This is an optimization exercise on Yosys and OpenROAD, whose aim is small area and a short achievable clock period, not a production implementation.
Function was not checked in any run shown here: the RTL went through the layout flow alone.
Power figures rest on the tool's default switching activity, not on a simulated workload.

==> flow/design.v (outline; a module is shown in full before it is edited, if it fits) <==
// module multiplier: 3589 lines
// module FA: 4 lines
// module FAX: 6 lines
// module HA: 4 lines
// module HAN: 4 lines
// module OR2: 3 lines
// module FA1: 4 lines
// module MAJ: 3 lines
// module BTWO: 3 lines
// module BSGN: 3 lines
// module PPSEL: 3 lines
// module PPSELN: 3 lines
// module INV: 3 lines
// module NAND2: 3 lines
// module NOR2: 3 lines
// module XOR2: 3 lines
// module XNOR2: 3 lines
// module AOI21: 3 lines
// module OAI21: 3 lines
// module CPA: 994 lines
module multiplier (
    input clk,
    input rst,
    input start,
    input [31:0] A,
    input [31:0] B,
    input [7:0] Physical_address_in,
    input [31:0] PC_in,
    output [63:0] Product,
    output reg done,
    output reg [7:0] Physical_address_out,
    output reg [31:0] PC_out
);
  // ...
==> flow/flow/run.sh <==
#!/bin/bash
# Layout flow: the standard ORFS flow (standard.sh) with extra ORFS
# settings read from flow/knobs.txt (one VAR=value per line; @FLOW@ stands
# for this flow folder). Its output goes to standard.log.
set -euo pipefail
flowdir="$(pwd)/flow"
knobs=()
while IFS= read -r line; do
  [[ -z "$line" || "$line" == \#* ]] && continue
  knobs+=("${line//@FLOW@/$flowdir}")
done < flow/knobs.txt
bash standard.sh "${knobs[@]}" finish > standard.log 2>&1
==> flow/flow/downsize.tcl <==
# Start the layout from the smallest drive strength of every logic cell that
# synthesis sized up; the flow's timing repair then sizes up what needs it.
set n 0
foreach inst [[ord::get_db_block] getInsts] {
  set m [[$inst getMaster] getName]
  if {![regexp {^(sky130_fd_sc_hd__[a-z0-9]+)_([0-9]+)$} $m -> base size]} { continue }
  if {$size <= 1} { continue }
  if {[string match "*df*" $base] || [string match "*conb*" $base] || [string match "*clk*" $base] || [string match "*maj3*" $base]} { continue }
  set small [get_lib_cells -quiet ${base}_1]
  if {$small == ""} { continue }
  replace_cell [$inst getName] $small
  incr n
}
puts "downsize: $n cells set to drive strength 1"
==> flow/flow/knobs.txt <==
BUFFER_PORTS_ARGS=-buffer_cell sky130_fd_sc_hd__buf_1
PRE_FLOORPLAN_TCL=@FLOW@/downsize.tcl
==> flow/standard.sh <==
#!/bin/bash
# synth_recipe.tcl (not shown) runs the flow's synth.tcl, then flattens the netlist and writes it again
# the make line also repeats each setting of config.mk as NAME=value (left out here)
make -C /OpenROAD-flow-scripts/flow DESIGN_CONFIG=/design/flow/config.mk WORK_HOME=/design/flow/orfs CLKGATE_MAP_FILE= SYNTH_SCRIPT=/design/flow/synth_recipe.tcl "${@:-finish}"
==> flow/config.mk <==
export PLATFORM = sky130hd
export DESIGN_NAME = multiplier
export DESIGN_NICKNAME = multiplier
export VERILOG_FILES = /design/flow/design.v
export SDC_FILE = /design/flow/constraint.sdc
export NUM_CORES = 8
export LEC_CHECK = 0
export CAP_MARGIN = 20
export CORE_MARGIN = 2
export CORE_UTILIZATION = 40
export SETUP_SLACK_MARGIN = 0.6
export SLEW_MARGIN = 20
export SYNTH_HIERARCHICAL = 1
export SYNTH_MINIMUM_KEEP_SIZE = 0
==> flow/constraint.sdc <==
create_clock -name core_clock -period 5.0 [get_ports {clk}]
set_input_delay 1.0000 -clock core_clock [delete_from_list [all_inputs] [get_ports {clk}]]
set_output_delay 1.0000 -clock core_clock [all_outputs]
set_load 0.01 [all_outputs]
==> results.sh, run 1 <==
export IMPL_wl_met2_um=44840
export IMPL_synth_cells=2588
export IMPL_num_rows=94
export IMPL_cpMostUsedCell="fa_1"
export IMPL_worstMarginPinSlew_ns=0.7394
export IMPL_grt_busiest_layer="met2"
export IMPL_drc_errors=0
export IMPL_ctsHoldBuffers=0
export IMPL_p_switching_mw=12.41
export IMPL_antenna_found_initial=2
export IMPL_h_tree_depth=4
export IMPL_timing_hold_violations_final=0
export IMPL_status="finished clean"
export IMPL_fin_nets=3555
export IMPL_critPathTopFamily="adder cells"
export IMPL_path_cells="clkbuf_2 -> buf_4 -> nand2_1 -> o22ai_2 -> a22oi_1 -> fa_1 -> fa_1 -> fa_1 -> fa_1 -> fa_1"
export IMPL_largest_reg_flops=32
export IMPL_internal_power_mw=10.62
export IMPL_pin_count=212
export IMPL_dp_cells=3860
export IMPL_nFlopsAndLatches=168
export IMPL_fp_dieArea_mm2=0.06794
export IMPL_cp_endpoint="r45_1"
export IMPL_cp_depth=10
export IMPL_drt_total_wl_um=102000
export IMPL_power_mw=23.03
export IMPL_dp_hpwl_um=86380
export IMPL_hp_class="in2reg"
export IMPL_p_seq_share_pct=11.1
export IMPL_die_w_um=260.7
export IMPL_critical_path_startpoint_type="input pin"
export IMPL_path_class="in2reg"
export IMPL_holdWs_ns=0.6212
export IMPL_use_met1_pct=42.85
export IMPL_n_all_buffers=407
export IMPL_critPathMaxStageDelay_ns=0.53
export IMPL_tns_ns=0
export IMPL_clkCellAreaFrac_pct=1.966
export IMPL_instances_no_fill=3896
export IMPL_global_route_usage_met2_pct=45.97
export IMPL_nonClkBufAreaFrac_pct=9.096
export IMPL_critical_path_arrival_ns=4.70
export IMPL_placed_area_mm2=0.03040
export IMPL_crit_slowest_cell="fa_1"
export IMPL_relSlewSlack_pct=50.71
==> inputs of run 2 (changes only) <==
--- a/flow/design.v
+++ b/flow/design.v
@@ -3264,41 +3264,41 @@
   FA u_338 (.a(s213), .b(c211), .c(s214), .s(s338), .co(c338));
   FA u_339 (.a(c212), .b(c213), .c(s215), .s(s339), .co(c339));
   FA u_340 (.a(s216), .b(c214), .c(s217), .s(s340), .co(c340));
   FA u_341 (.a(c215), .b(c216), .c(s218), .s(s341), .co(c341));
   FA u_342 (.a(s219), .b(c217), .c(s220), .s(s342), .co(c342));
   FA u_343 (.a(c218), .b(c219), .c(s221), .s(s343), .co(c343));
   FA u_344 (.a(s222), .b(c220), .c(s223), .s(s344), .co(c344));
   FA u_345 (.a(c221), .b(s224), .c(s225), .s(s345), .co(c345));
-  FAX u_346 (.a(c222), .b(c223), .c(s226), .s(s346), .co(c346));
-  FAX u_347 (.a(c224), .b(s227), .c(s228), .s(s347), .co(c347));
-  FAX u_348 (.a(c225), .b(c226), .c(s229), .s(s348), .co(c348));
-  FAX u_349 (.a(c227), .b(s230), .c(s231), .s(s349), .co(c349));
-  FAX u_350 (.a(c228), .b(c229), .c(s232), .s(s350), .co(c350));
-  FAX u_351 (.a(c230), .b(s233), .c(s234), .s(s351), .co(c351));
-  FAX u_352 (.a(c231), .b(c232), .c(s235), .s(s352), .co(c352));
+  FA u_346 (.a(c222), .b(c223), .c(s226), .s(s346), .co(c346));
+  FA u_347 (.a(c224), .b(s227), .c(s228), .s(s347), .co(c347));
+  FA u_348 (.a(c225), .b(c226), .c(s229), .s(s348), .co(c348));
+  FA u_349 (.a(c227), .b(s230), .c(s231), .s(s349), .co(c349));
+  FA u_350 (.a(c228), .b(c229), .c(s232), .s(s350), .co(c350));
+  FA u_351 (.a(c230), .b(s233), .c(s234), .s(s351), .co(c351));
+  FA u_352 (.a(c231), .b(c232), .c(s235), .s(s352), .co(c352));
   FA u_353 (.a(c233), .b(s236), .c(c234), .s(s353), .co(c353));
-  FAX u_354 (.a(s237), .b(c235), .c(s238), .s(s354), .co(c354));
-  FAX u_355 (.a(c236), .b(s239), .c(c237), .s(s355), .co(c355));
-  FAX u_356 (.a(s240), .b(c238), .c(s241), .s(s356), .co(c356));
-  FAX u_357 (.a(c239), .b(s242), .c(s243), .s(s357), .co(c357));
+  FA u_354 (.a(s237), .b(c235), .c(s238), .s(s354), .co(c354));
+  FA u_355 (.a(c236), .b(s239), .c(c237), .s(s355), .co(c355));
+  FA u_356 (.a(s240), .b(c238), .c(s241), .s(s356), .co(c356));
+  FA u_357 (.a(c239), .b(s242), .c(s243), .s(s357), .co(c357));
   FA u_358 (.a(c240), .b(c241), .c(s244), .s(s358), .co(c358));
-  FAX u_359 (.a(c242), .b(s245), .c(s246), .s(s359), .co(c359));
+  FA u_359 (.a(c242), .b(s245), .c(s246), .s(s359), .co(c359));
   FA u_360 (.a(c243), .b(c244), .c(s247), .s(s360), .co(c360));
-  FAX u_361 (.a(c245), .b(s248), .c(s249), .s(s361), .co(c361));
-  FAX u_362 (.a(c246), .b(c247), .c(s250), .s(s362), .co(c362));
-  FAX u_363 (.a(c248), .b(s251), .c(s252), .s(s363), .co(c363));
+  FA u_361 (.a(c245), .b(s248), .c(s249), .s(s361), .co(c361));
+  FA u_362 (.a(c246), .b(c247), .c(s250), .s(s362), .co(c362));
+  FA u_363 (.a(c248), .b(s251), .c(s252), .s(s363), .co(c363));
   FA u_364 (.a(c249), .b(c250), .c(s253), .s(s364), .co(c364));
   FA u_365 (.a(c251), .b(s254), .c(c252), .s(s365), .co(c365));
   FA u_366 (.a(s255), .b(c253), .c(s256), .s(s366), .co(c366));
   FA u_367 (.a(c254), .b(c255), .c(s257), .s(s367), .co(c367));
   FA u_368 (.a(s258), .b(c256), .c(s259), .s(s368), .co(c368));
   FA u_369 (.a(c257), .b(c258), .c(s260), .s(s369), .co(c369));
-  FAX u_370 (.a(s261), .b(c259), .c(s262), .s(s370), .co(c370));
+  FA u_370 (.a(s261), .b(c259), .c(s262), .s(s370), .co(c370));
   FA u_371 (.a(c260), .b(s263), .c(c261), .s(s371), .co(c371));
   FA u_372 (.a(s264), .b(s265), .c(c262), .s(s372), .co(c372));
   FA u_373 (.a(c263), .b(c264), .c(s266), .s(s373), .co(c373));
   FA u_374 (.a(c265), .b(s267), .c(s268), .s(s374), .co(c374));
   FA u_375 (.a(c267), .b(c266), .c(s269), .s(s375), .co(c375));
   FA u_376 (.a(s270), .b(c268), .c(s271), .s(s376), .co(c376));
   FA u_377 (.a(s272), .b(c270), .c(c269), .s(s377), .co(c377));
   FA u_378 (.a(s273), .b(c271), .c(s274), .s(s378), .co(c378));
@@ -3348,31 +3348,31 @@
   FA u_421 (.a(c323), .b(s325), .c(c324), .s(s421), .co(c421));
   FA u_422 (.a(c325), .b(s327), .c(c326), .s(s422), .co(c422));
   FA u_423 (.a(c327), .b(s329), .c(c328), .s(s423), .co(c423));
   FA u_424 (.a(c329), .b(s331), .c(c330), .s(s424), .co(c424));
   FA u_425 (.a(c331), .b(s333), .c(c332), .s(s425), .co(c425));
   FA u_426 (.a(c333), .b(c334), .c(s335), .s(s426), .co(c426));
   FA u_427 (.a(c335), .b(s337), .c(c336), .s(s427), .co(c427));
   FA u_428 (.a(c337), .b(s339), .c(c338), .s(s428), .co(c428));
-  FAX u_429 (.a(c339), .b(s341), .c(c340), .s(s429), .co(c429));
-  FAX u_430 (.a(c341), .b(s343), .c(c342), .s(s430), .co(c430));
-  FAX u_431 (.a(c343), .b(s345), .c(c344), .s(s431), .co(c431));
-  FAX u_432 (.a(s347), .b(c345), .c(c346), .s(s432), .co(c432));
-  FAX u_433 (.a(s349), .b(c347), .c(c348), .s(s433), .co(c433));
-  FAX u_434 (.a(s351), .b(c349), .c(c350), .s(s434), .co(c434));
-  FAX u_435 (.a(c351), .b(s353), .c(c352), .s(s435), .co(c435));
-  FAX u_436 (.a(s355), .b(c353), .c(c354), .s(s436), .co(c436));
-  FAX u_437 (.a(s357), .b(c355), .c(c356), .s(s437), .co(c437));
-  FAX u_438 (.a(s359), .b(c357), .c(c358), .s(s438), .co(c438));
-  FAX u_439 (.a(s361), .b(c359), .c(c360), .s(s439), .co(c439));
-  FAX u_440 (.a(s363), .b(c361), .c(c362), .s(s440), .co(c440));
-  FAX u_441 (.a(c363), .b(c364), .c(s365), .s(s441), .co(c441));
-  FAX u_442 (.a(s367), .b(c365), .c(c366), .s(s442), .co(c442));
-  FAX u_443 (.a(c367), .b(s369), .c(s370), .s(s443), .co(c443));
+  FA u_429 (.a(c339), .b(s341), .c(c340), .s(s429), .co(c429));
+  FA u_430 (.a(c341), .b(s343), .c(c342), .s(s430), .co(c430));
+  FA u_431 (.a(c343), .b(s345), .c(c344), .s(s431), .co(c431));
+  FA u_432 (.a(c345), .b(s347), .c(c346), .s(s432), .co(c432));
+  FA u_433 (.a(c347), .b(s349), .c(c348), .s(s433), .co(c433));
+  FA u_434 (.a(c349), .b(s351), .c(c350), .s(s434), .co(c434));
+  FA u_435 (.a(c351), .b(s353), .c(c352), .s(s435), .co(c435));
+  FA u_436 (.a(c353), .b(s355), .c(c354), .s(s436), .co(c436));
+  FA u_437 (.a(c355), .b(s357), .c(c356), .s(s437), .co(c437));
+  FA u_438 (.a(c357), .b(c358), .c(s359), .s(s438), .co(c438));
+  FA u_439 (.a(c359), .b(c360), .c(s361), .s(s439), .co(c439));
+  FA u_440 (.a(c361), .b(c362), .c(s363), .s(s440), .co(c440));
+  FA u_441 (.a(c364), .b(c363), .c(s365), .s(s441), .co(c441));
+  FA u_442 (.a(s367), .b(c365), .c(c366), .s(s442), .co(c442));
+  FA u_443 (.a(c367), .b(s369), .c(s370), .s(s443), .co(c443));
   FA u_444 (.a(c369), .b(s371), .c(s372), .s(s444), .co(c444));
   FA u_445 (.a(c371), .b(s373), .c(s374), .s(s445), .co(c445));
   FA u_446 (.a(c373), .b(s375), .c(c374), .s(s446), .co(c446));
   FA u_447 (.a(c375), .b(s377), .c(c376), .s(s447), .co(c447));
   FA u_448 (.a(c377), .b(c378), .c(s379), .s(s448), .co(c448));
   FA u_449 (.a(c379), .b(c380), .c(s381), .s(s449), .co(c449));
   FA u_450 (.a(s383), .b(c381), .c(s384), .s(s450), .co(c450));
   FA u_451 (.a(c383), .b(s385), .c(s386), .s(s451), .co(c451));
@@ -3409,34 +3409,34 @@
   FA u_481 (.a(s324), .b(c419), .c(s420), .s(s481), .co(c481));
   FA u_482 (.a(s326), .b(c420), .c(s421), .s(s482), .co(c482));
   FA u_483 (.a(s328), .b(c421), .c(s422), .s(s483), .co(c483));
   FA u_484 (.a(s330), .b(c422), .c(s423), .s(s484), .co(c484));
   FA u_485 (.a(s332), .b(c423), .c(s424), .s(s485), .co(c485));
   FA u_486 (.a(s334), .b(c424), .c(s425), .s(s486), .co(c486));
   FA u_487 (.a(s336), .b(c425), .c(s426), .s(s487), .co(c487));
   FA u_488 (.a(s338), .b(c426), .c(s427), .s(s488), .co(c488));
-  FAX u_489 (.a(s340), .b(c427), .c(s428), .s(s489), .co(c489));
-  FAX u_490 (.a(s342), .b(s429), .c(c428), .s(s490), .co(c490));
-  FAX u_491 (.a(s344), .b(s430), .c(c429), .s(s491), .co(c491));
-  FAX u_492 (.a(s346), .b(s431), .c(c430), .s(s492), .co(c492));
-  FAX u_493 (.a(s348), .b(s432), .c(c431), .s(s493), .co(c493));
-  FAX u_494 (.a(s350), .b(s433), .c(c432), .s(s494), .co(c494));
-  FAX u_495 (.a(s352), .b(s434), .c(c433), .s(s495), .co(c495));
-  FAX u_496 (.a(s354), .b(s435), .c(c434), .s(s496), .co(c496));
-  FAX u_497 (.a(s356), .b(s436), .c(c435), .s(s497), .co(c497));
-  FAX u_498 (.a(s358), .b(s437), .c(c436), .s(s498), .co(c498));
-  FAX u_499 (.a(s360), .b(s438), .c(c437), .s(s499), .co(c499));
-  FAX u_500 (.a(s362), .b(s439), .c(c438), .s(s500), .co(c500));
-  FAX u_501 (.a(s364), .b(s440), .c(c439), .s(s501), .co(c501));
-  FAX u_502 (.a(s366), .b(c440), .c(s441), .s(s502), .co(c502));
-  FAX u_503 (.a(s368), .b(c441), .c(s442), .s(s503), .co(c503));
-  FAX u_504 (.a(c368), .b(s443), .c(c442), .s(s504), .co(c504));
-  FAX u_505 (.a(c370), .b(c443), .c(s444), .s(s505), .co(c505));
-  FAX u_506 (.a(c372), .b(s445), .c(c444), .s(s506), .co(c506));
+  FA u_489 (.a(s340), .b(c427), .c(s428), .s(s489), .co(c489));
+  FA u_490 (.a(s342), .b(c428), .c(s429), .s(s490), .co(c490));
+  FA u_491 (.a(s344), .b(c429), .c(s430), .s(s491), .co(c491));
+  FA u_492 (.a(s346), .b(c430), .c(s431), .s(s492), .co(c492));
+  FA u_493 (.a(s348), .b(c431), .c(s432), .s(s493), .co(c493));
+  FA u_494 (.a(s350), .b(c432), .c(s433), .s(s494), .co(c494));
+  FA u_495 (.a(s352), .b(c433), .c(s434), .s(s495), .co(c495));
+  FA u_496 (.a(s354), .b(c434), .c(s435), .s(s496), .co(c496));
+  FA u_497 (.a(s356), .b(c435), .c(s436), .s(s497), .co(c497));
+  FA u_498 (.a(s358), .b(c436), .c(s437), .s(s498), .co(c498));
+  FA u_499 (.a(s360), .b(c437), .c(s438), .s(s499), .co(c499));
+  FA u_500 (.a(s362), .b(c438), .c(s439), .s(s500), .co(c500));
+  FA u_501 (.a(s364), .b(c439), .c(s440), .s(s501), .co(c501));
+  FA u_502 (.a(s366), .b(c440), .c(s441), .s(s502), .co(c502));
+  FA u_503 (.a(s368), .b(c441), .c(s442), .s(s503), .co(c503));
+  FA u_504 (.a(c368), .b(c442), .c(s443), .s(s504), .co(c504));
+  FA u_505 (.a(c370), .b(s444), .c(c443), .s(s505), .co(c505));
+  FA u_506 (.a(c372), .b(s445), .c(c444), .s(s506), .co(c506));
   FA u_507 (.a(s376), .b(c445), .c(s446), .s(s507), .co(c507));
   FA u_508 (.a(s378), .b(c446), .c(s447), .s(s508), .co(c508));
   FA u_509 (.a(s380), .b(c447), .c(s448), .s(s509), .co(c509));
   FA u_510 (.a(s382), .b(c448), .c(s449), .s(s510), .co(c510));
   FA u_511 (.a(c382), .b(c449), .c(s450), .s(s511), .co(c511));
   FA u_512 (.a(c384), .b(c450), .c(s451), .s(s512), .co(c512));
   FA u_513 (.a(c386), .b(s452), .c(c451), .s(s513), .co(c513));
   FA u_514 (.a(c388), .b(s453), .c(c452), .s(s514), .co(c514));
==> flow/flow/downsize.tcl (replaced) <==
# Start the layout from the smallest drive strength of every logic cell that
# synthesis sized up; the flow's timing repair then sizes up what needs it.
set n 0
foreach inst [[ord::get_db_block] getInsts] {
  set m [[$inst getMaster] getName]
  if {![regexp {^(sky130_fd_sc_hd__[a-z0-9]+)_([0-9]+)$} $m -> base size]} { continue }
  if {$size <= 1} { continue }
  if {[string match "*df*" $base] || [string match "*conb*" $base] || [string match "*clk*" $base]} { continue }
  set small [get_lib_cells -quiet ${base}_1]
  if {$small == ""} { continue }
  replace_cell [$inst getName] $small
  incr n
}
puts "downsize: $n cells set to drive strength 1"
==> results.sh, run 2 <==
export IMPL_status="finished clean"
export IMPL_cpMostUsedCell="fa_2"
export IMPL_wl_per_cell_um=26.82
export IMPL_timing_hold_violations_final=0
export IMPL_antenna_found_initial=5
export IMPL_critPathCaptureType="register"
export IMPL_layout_min_cycle_time_ns=4.509
export IMPL_fin_crit_sh_pct=90.18
export IMPL_grt_overflow_total=0
export IMPL_num_rows=93
export IMPL_worstPathMaxFanout=16
export IMPL_cts_sinks=168
export IMPL_critPathBufInv=3
export IMPL_drt_iter0_drc=2585
export IMPL_drv_cap=0
export IMPL_worstPathRequired_ns=5.34
export IMPL_num_vias=23440
export IMPL_worstMarginPinSlew_ns=0.6922
export IMPL_dp_hpwl_um=87630
export IMPL_dr_pass1_iters=6
export IMPL_pin_count=212
export IMPL_drt_total_wl_um=105100
export IMPL_fmaxAchievable_mhz=221.8
export IMPL_vias_per_cell=5.980
export IMPL_top_regs="PC_out (32), Physical_address_out (8)"
export IMPL_crit_slowest_cell="fa_1"
export IMPL_clock_path_buffers=2
export IMPL_final_common_cell="xor2_1"
export IMPL_ctsHoldBuffers=0
export IMPL_die_w_um=258.6
export IMPL_h_tree_depth=4
export IMPL_grt_max_degree=38
export IMPL_grt_busiest_layer="met2"
export IMPL_critical_path_startpoint_type="input pin"
export IMPL_critPathMaxStageDelay_ns=0.58
export IMPL_grt_total_usage_pct=31.14
export IMPL_fin_nets=3637
export IMPL_regMostFlops="PC_out"
export IMPL_final_cell_mix="xor2_1 (590), a22oi_1 (483), fa_1 (419)"
export IMPL_slew_viol_final=0
export IMPL_synth_cells=2490
export IMPL_drive_above_1_share_pct=18.94
export IMPL_critPathTopFamily="adder cells"
export IMPL_peakVddDrop_v=0.0005020
export IMPL_setup_violations=0
export IMPL_yosys_warnings=7
export IMPL_root_buffer="clkbuf_16"
export IMPL_holdWs_ns=0.6166
export IMPL_numPortBuffers=211
export IMPL_grt_pass1_vias=24320
export IMPL_crit_path_start="B[7]"
export IMPL_path_cells="buf_12 -> buf_12 -> xor2_4 -> buf_12 -> a22oi_1 -> fa_2 -> fa_2 -> fa_1 -> fa_2 -> fa_1 -> fa_2"
export IMPL_path_class="in2reg"
export IMPL_p_leak_nw=12.14
export IMPL_initial_core_util_pct=40.35
export IMPL_drc_errors=0
export IMPL_hp_start="PC_in[5]"
export IMPL_power_per_cell_area_mw_per_mm2=644.9
export IMPL_hp_class="in2reg"
export IMPL_use_met1_pct=41.28
export IMPL_rsz0062_at_grt="yes"
export IMPL_fill_cells=5844
export IMPL_power_mw=21.40
export IMPL_coreArea_mm2=0.06423
export IMPL_clk_pin_slew_ns=0.08
export IMPL_cts_buffers=17
export IMPL_fp_dieArea_mm2=0.06685
export IMPL_relSlewSlack_pct=53.70
export IMPL_die_h_um=258.6
export IMPL_cts_tree="done"
export IMPL_routabilityCongestion=0.9930
export IMPL_postRouteAntennaNets=0
export IMPL_grtUsageMet3_pct=5.800
export IMPL_global_route_usage_met2_pct=49.97
export IMPL_largest_reg_flops=32
export IMPL_grt_pass1_wl_um=154300
export IMPL_critical_path_arrival_ns=4.85
## run 2: cell count changes in the layout (fill, tap and decap cells not counted), sizes merged
cell	before	now
maj3	49	0
bufbuf	0	1
bufinv	1	0
clkbuf	42	34
clkinvlp	0	2
xor2	727	629
inv	41	38
fa	420	469
buf	383	520
clkinv	4	7
## run 2: repair_timing
item                                    4_1_cts  5_1_grt
endpoints found under the setup margin       45       65
setup buffers                                28       30
gates resized for setup                      94      123
hold endpoints to repair                      0        0
gates cloned                                  3        4
pin swaps                                    32       56
## run 2: final timing paths
kind | cells past startpoint | slack [ns] | endpoint
setup / recovery | 11 | 0.49 | r38_1
hold / removal | 1 | 0.62 | PC_out[5]
## run 2: area by class of cell
class / instances / area, um^2 / share of cell area (%)
Timing Repair Buffer: 538 / 4283 / 12.91
Multi-Input combinational cell: 2293 / 23740 / 71.54
Clock buffer: 17 / 425.4 / 1.282
Sequential cell: 168 / 3363 / 10.14
Clock inverter: 15 / 177.7 / 0.5355
Antenna cell: 2 / 5.005 / 0.01508
Tap cell: 855 / 1070 / 3.224
Inverter: 32 / 120.1 / 0.3620
## run 2: power by group
| group | switching (mW) | leakage (nW) | internal (mW) | total [mW] |
|---|---|---|---|---|
| clock | 0.687 | 0.287 | 0.674 | 1.36 |
| combinational | 10.3 | 10.4 | 7.09 | 17.4 |
| sequential | 0.415 | 1.42 | 2.19 | 2.60 |
| total | 11.4 | 12.1 | 9.95 | 21.4 |
## run 2: per-stage QoR
step / setup WS, ns / setup TNS, ns / utilization (%) / cell area [um^2] / instances
CTS: 0.5079 / 0 / 50.31 / 32320 / 3884
detailed placement: -0.1323 / -0.8326 / 48.21 / 30970 / 3821
global placement: -0.1393 / -0.5790 / 48.21 / 30970 / 3821
finish: 0.4909 / 0 / 51.66 / 33180 / 3920
global route: 0.4763 / 0 / 51.65 / 33170 / 3918
floorplan: 0.5329 / 0 / - / 26620 / 2497
## run 2: routing by layer
layer,routed length [um],share of wire [%]
met5,28,0.027
met4,4753,4.5
met3,9515,9.0
met2,48590,46
met1,42260,40

[separate check: timing with driven ports]
How much do the figures lean on ideal ports? The routed layouts below were timed once more, with nothing changed but the port constraints. Step 1 (the two cells are an assumption about what drives the block):
set clk [get_ports {clk}]
set_driving_cell -lib_cell sky130_fd_sc_hd__clkbuf_16 $clk
set_driving_cell -lib_cell sky130_fd_sc_hd__buf_2 [delete_from_list [all_inputs] $clk]
Step 2 also shifts input and output timing later by t, the mid clock arrival at the registers, as if the neighbouring blocks saw the same clock. a / b / c = ideal ports / drivers / drivers and shift; a / b = the first two.
run	shift t [ns]	setup slack, ns	worst setup path at the end	latest minus earliest clock arrival (ns)
run 1	0.512	0.634 / 0.591 / 0.079	input to register	0.012 / 0.012
run 2	0.522	0.491 / 0.447 / -0.075	input to register	0.014 / 0.014
Met with ideal ports but missed after step 2: setup timing in run 2. For run 2, which loses most, drivers alone change the setup slack by -0.044 ns; drivers and shift together by -0.566 ns.
